What follows belongs to an exercise in optimizing a design on an open flow for small area; a production flow would make more cautious choices. Only simulation tests tie the RTL to the original design; equivalence was not proved. The clock input has no modelled driver; a real chip could not lean on it and would need a root buffer or a full tree. Power and IR drop assume default switching activity.

// top
module top(
    input clock,
    input rst,
    output uart_tx,
    input uart_rx
);
export LEC_CHECK = 0
export CAP_MARGIN = 20
export CORE_MARGIN = 2
export CORE_UTILIZATION = 40
export PLACE_DENSITY = 0.6
export SLEW_MARGIN = 20
create_clock -name core_clock -period 10.0 [get_ports {clock}]
standard.sh (not shown) runs the stock make flow with config.mk's settings and CLKGATE_MAP_FILE= SYNTH_SCRIPT=/design/flow/synth_recipe.tcl, a recipe that flattens the netlist after the stock synthesis.
==> flow/flow/run.sh <==
#!/bin/bash
set -euo pipefail
export CTS_ARGS="-repair_clock_nets -dont_use_dummy_load -buf_list sky130_fd_sc_hd__clkbuf_16 -root_buf sky130_fd_sc_hd__clkbuf_16"
bash standard.sh finish > standard_flow.log 2>&1
==> next run, changes <==
==> flow/flow/run.sh (replaced) <==
#!/bin/bash
set -euo pipefail
export CTS_ARGS="-sink_clustering_enable -repair_clock_nets -dont_use_dummy_load -buf_list sky130_fd_sc_hd__clkbuf_8 -root_buf sky130_fd_sc_hd__clkbuf_8 -sink_clustering_size 60 -sink_clustering_max_diameter 300 -sink_clustering_levels 1"
bash standard.sh finish > standard_flow.log 2>&1
=> Routed wire length stays flat. Sequential share of layout area rose by 1.3 points. Cell area goes down by 2.3%.

run 1:
top, a different RTL version from the one above (not shown whole).
Size: ~290 cells after synthesis, roughly 100 flip-flops, about 0.0033 mm^2 of cells after synthesis.
## top
module top(
    input clock,
    input rst,
    output uart_tx,
    input uart_rx
);
Settings: LEC_CHECK=0, CAP_MARGIN=20, CORE_MARGIN=2, CORE_UTILIZATION=40, PLACE_DENSITY=0.6, SLEW_MARGIN=20; clock period 10.0 ns.
==> flow/flow/run.sh <==
#!/bin/bash
# Standard flow with these changes:
#  - synthesis: the standard flow's own script (synth_recipe.tcl), but ABC maps the logic with
#    an area-oriented script (flow/abc_area.script: four rounds of a choice-network
#    pass and &nf with relaxed delay), and the half/full adder cells are left out
#    (added to the platform's don't-use list) so Yosys's extract_fa does not turn
#    small decoders into half-adder cells;
#  - the port buffers are the smallest buffer, buf_1;
#  - after ORFS's clock tree synthesis, flow/rects.tcl replaces the tree with four
#    clkbuf_16, each driving a quarter of the flip-flops (split by x, then y),
#    fed from the clock port.
# Every tool's output stays in the ORFS logs under orfs/logs; make's own output
# goes to standard_flow.log and the tree rebuild's to rects.log.
set -euo pipefail
HERE=$(pwd)
DU=$(sed -n '/export DONT_USE_CELLS += /,/^$/p' "$FLOW_HOME/platforms/sky130hd/config.mk" | tr -d '\\' | sed 's/export DONT_USE_CELLS += //' | tr '\n' ' ' | tr -s ' ')
{
  echo 'proc abc {args} {'
  echo '  set i [lsearch -exact $args -script]'
  echo '  if {$i >= 0} { lset args [expr {$i + 1}] $::env(MY_ABC_SCRIPT) }'
  echo '  yosys abc {*}$args'
  echo '}'
  cat synth_recipe.tcl
} > my_synth.tcl
export MY_ABC_SCRIPT="$HERE/flow/abc_area.script"
export BUFFER_PORTS_ARGS="-buffer_cell sky130_fd_sc_hd__buf_1"
export CTS_ARGS="-sink_clustering_enable -repair_clock_nets -dont_use_dummy_load -buf_list sky130_fd_sc_hd__clkbuf_8 -root_buf sky130_fd_sc_hd__clkbuf_8 -sink_clustering_size 30 -sink_clustering_max_diameter 100"
ARGS=("DONT_USE_CELLS=$DU sky130_fd_sc_hd__ha_1 sky130_fd_sc_hd__fa_1" "SYNTH_SCRIPT=$HERE/my_synth.tcl")
bash standard.sh "${ARGS[@]}" cts > standard_flow.log 2>&1
RES="$HERE/orfs/results/$FLOW_PLATFORM/top/base"
# if the rebuild fails or misses its slew target, 4_cts.odb keeps ORFS's tree
RESULTS="$RES" PLATFORM_DIR="$FLOW_HOME/platforms/$FLOW_PLATFORM" OUT_DB="$RES/4_cts.odb" \
  openroad -no_init -exit "$HERE/flow/rects.tcl" > rects.log 2>&1 || echo "rects.tcl failed; keeping ORFS's tree" >> rects.log
bash standard.sh "${ARGS[@]}" finish >> standard_flow.log 2>&1
==> flow/flow/rects.tcl <==
# Rebuild the clock tree that ORFS's CTS made: four clkbuf_16, each driving one
# k-means cluster of flip-flops, fed straight from the clock port.
set R $::env(RESULTS)
set P $::env(PLATFORM_DIR)
read_lef $P/lef/sky130_fd_sc_hd.tlef
read_lef $P/lef/sky130_fd_sc_hd_merged.lef
read_liberty $P/lib/sky130_fd_sc_hd__tt_025C_1v80.lib
read_db $R/4_cts.odb
read_sdc $R/4_cts.sdc
source $P/setRC.tcl
source [file dirname [info script]]/mycts.tcl

set block [ord::get_db_block]
set clk [$block findNet clock]
# undo the tree: every clock-tree buffer and dummy load goes, its sinks move to the port net
set removed 0
foreach inst [$block getInsts] {
  set m [[$inst getMaster] getName]
  set n [$inst getName]
  if {[string match "clkbuf_*" $n] || [string match "clkload*" $n]} {
    set out [$inst findITerm X]
    if {$out == "NULL"} { set out [$inst findITerm Y] }
    set onet [$out getNet]
    if {$onet != "NULL"} {
      foreach it [$onet getITerms] {
        if {[$it getInst] != $inst} { $it disconnect; $it connect $clk }
      }
      odb::dbNet_destroy $onet
    }
    odb::dbInst_destroy $inst
    incr removed
  }
}
puts "RECTS removed $removed clock tree cells"
# nets left without a driver after the removal
foreach net [$block getNets] {
  if {[string match "clknet_*" [$net getName]] && [llength [$net getITerms]] == 0} { odb::dbNet_destroy $net }
}
my_cts 4 sky130_fd_sc_hd__clkbuf_16
detailed_placement
check_placement -verbose
set_propagated_clock [all_clocks]
estimate_parasitics -placement
set ws 0
foreach pin [get_pins -hierarchical */CLK] { set s [get_property $pin slew_max]; if {$s > $ws} {set ws $s} }
puts "RECTS worst clock pin slew $ws"
report_worst_slack -max
report_worst_slack -min
set nport 0
foreach it [$clk getITerms] { incr nport }
puts "RECTS clock port drives $nport cell pins"
if {$ws > 0.120 || $nport > 4} {
  puts "RECTS the rebuilt tree misses its slew target; keeping the tree ORFS made"
} else {
  write_db $::env(OUT_DB)
}
Other scripts of this flow, unchanged in this note and not shown: flow/flow/abc_area.script, flow/flow/mycts.tcl
Run 1 closes out successfully: all stages finished, all timing, DRC and antenna checks passed.
> inputs changed (run 1 -> run 2)
diff --git a/flow/flow/run.sh b/flow/flow/run.sh
--- a/flow/flow/run.sh
+++ b/flow/flow/run.sh
@@ -9,3 +9,3 @@
 #  - after ORFS's clock tree synthesis, flow/rects.tcl replaces the tree with four
-#    clkbuf_16, each driving a quarter of the flip-flops (split by x, then y),
+#    buf_12, each driving a quarter of the flip-flops (split by x, then y),
 #    fed from the clock port.
diff --git a/flow/flow/rects.tcl b/flow/flow/rects.tcl
--- a/flow/flow/rects.tcl
+++ b/flow/flow/rects.tcl
@@ -1,2 +1,2 @@
-# Rebuild the clock tree that ORFS's CTS made: four clkbuf_16, each driving one
+# Rebuild the clock tree that ORFS's CTS made: four buf_12, each driving one
 # k-means cluster of flip-flops, fed straight from the clock port.
@@ -38,3 +38,3 @@
 }
-my_cts 4 sky130_fd_sc_hd__clkbuf_16
+my_cts 4 sky130_fd_sc_hd__buf_12
 detailed_placement
Run 2 — part of the total power dissipated in the clock network 0.8 points lower, run 1 as reference. Instance count along the most critical hold path: run 2 vs run 1 identical. Compared with run 1, run 2 shows a total power consumption of the routed design that is about 1% lower. Taking run 1 as the reference, in run 2 post-route worst hold slack roughly the same; sum of routed wire length over all layers roughly the same; fraction of power consumed by combinational cells roughly the same. Compared with run 1, total via count in the routed design in run 2 decreased slightly.
In every run of this note, the design's own scripts or RTL, not TritonCTS, make the clock network.

==> separate check: timing with driven ports <==
No port has a modelled driver above. Below, the same layouts with a new extraction and two added sets of constraints. Step 1: set_driving_cell puts a clkbuf_16 on clock and a buf_2 on each other input, an assumption about the parent block. Step 2 also shifts input and output timing later by t, the mid clock arrival at the registers, as if the neighbouring blocks saw the same clock. Three values: ideal ports, drivers, drivers and shift; two values: the first two.
run | shift t [ns] | slack for setup (ns) | hold WS [ns] | latest minus earliest clock arrival (ns) | worst slew at a driven data input, ns
the first run of note 1 | 0.368 | 5.585 / 5.551 / 5.919 | 0.315 / 0.315 / 0.315 | 0.015 / 0.014 | 0.03
the second run of note 1 | 0.383 | 5.553 / 5.522 / 5.904 | 0.314 / 0.314 / 0.314 | 0.022 / 0.023 | 0.03
run 1 | 0.227 | 5.977 / 5.902 / 6.129 | 0.324 / 0.324 / 0.324 | 0.014 / 0.014 | 0.03
run 2 | 0.209 | 5.999 / 5.917 / 6.126 | 0.321 / 0.321 / 0.321 | 0.015 / 0.015 | 0.03
After both steps every run listed still meets setup and hold.
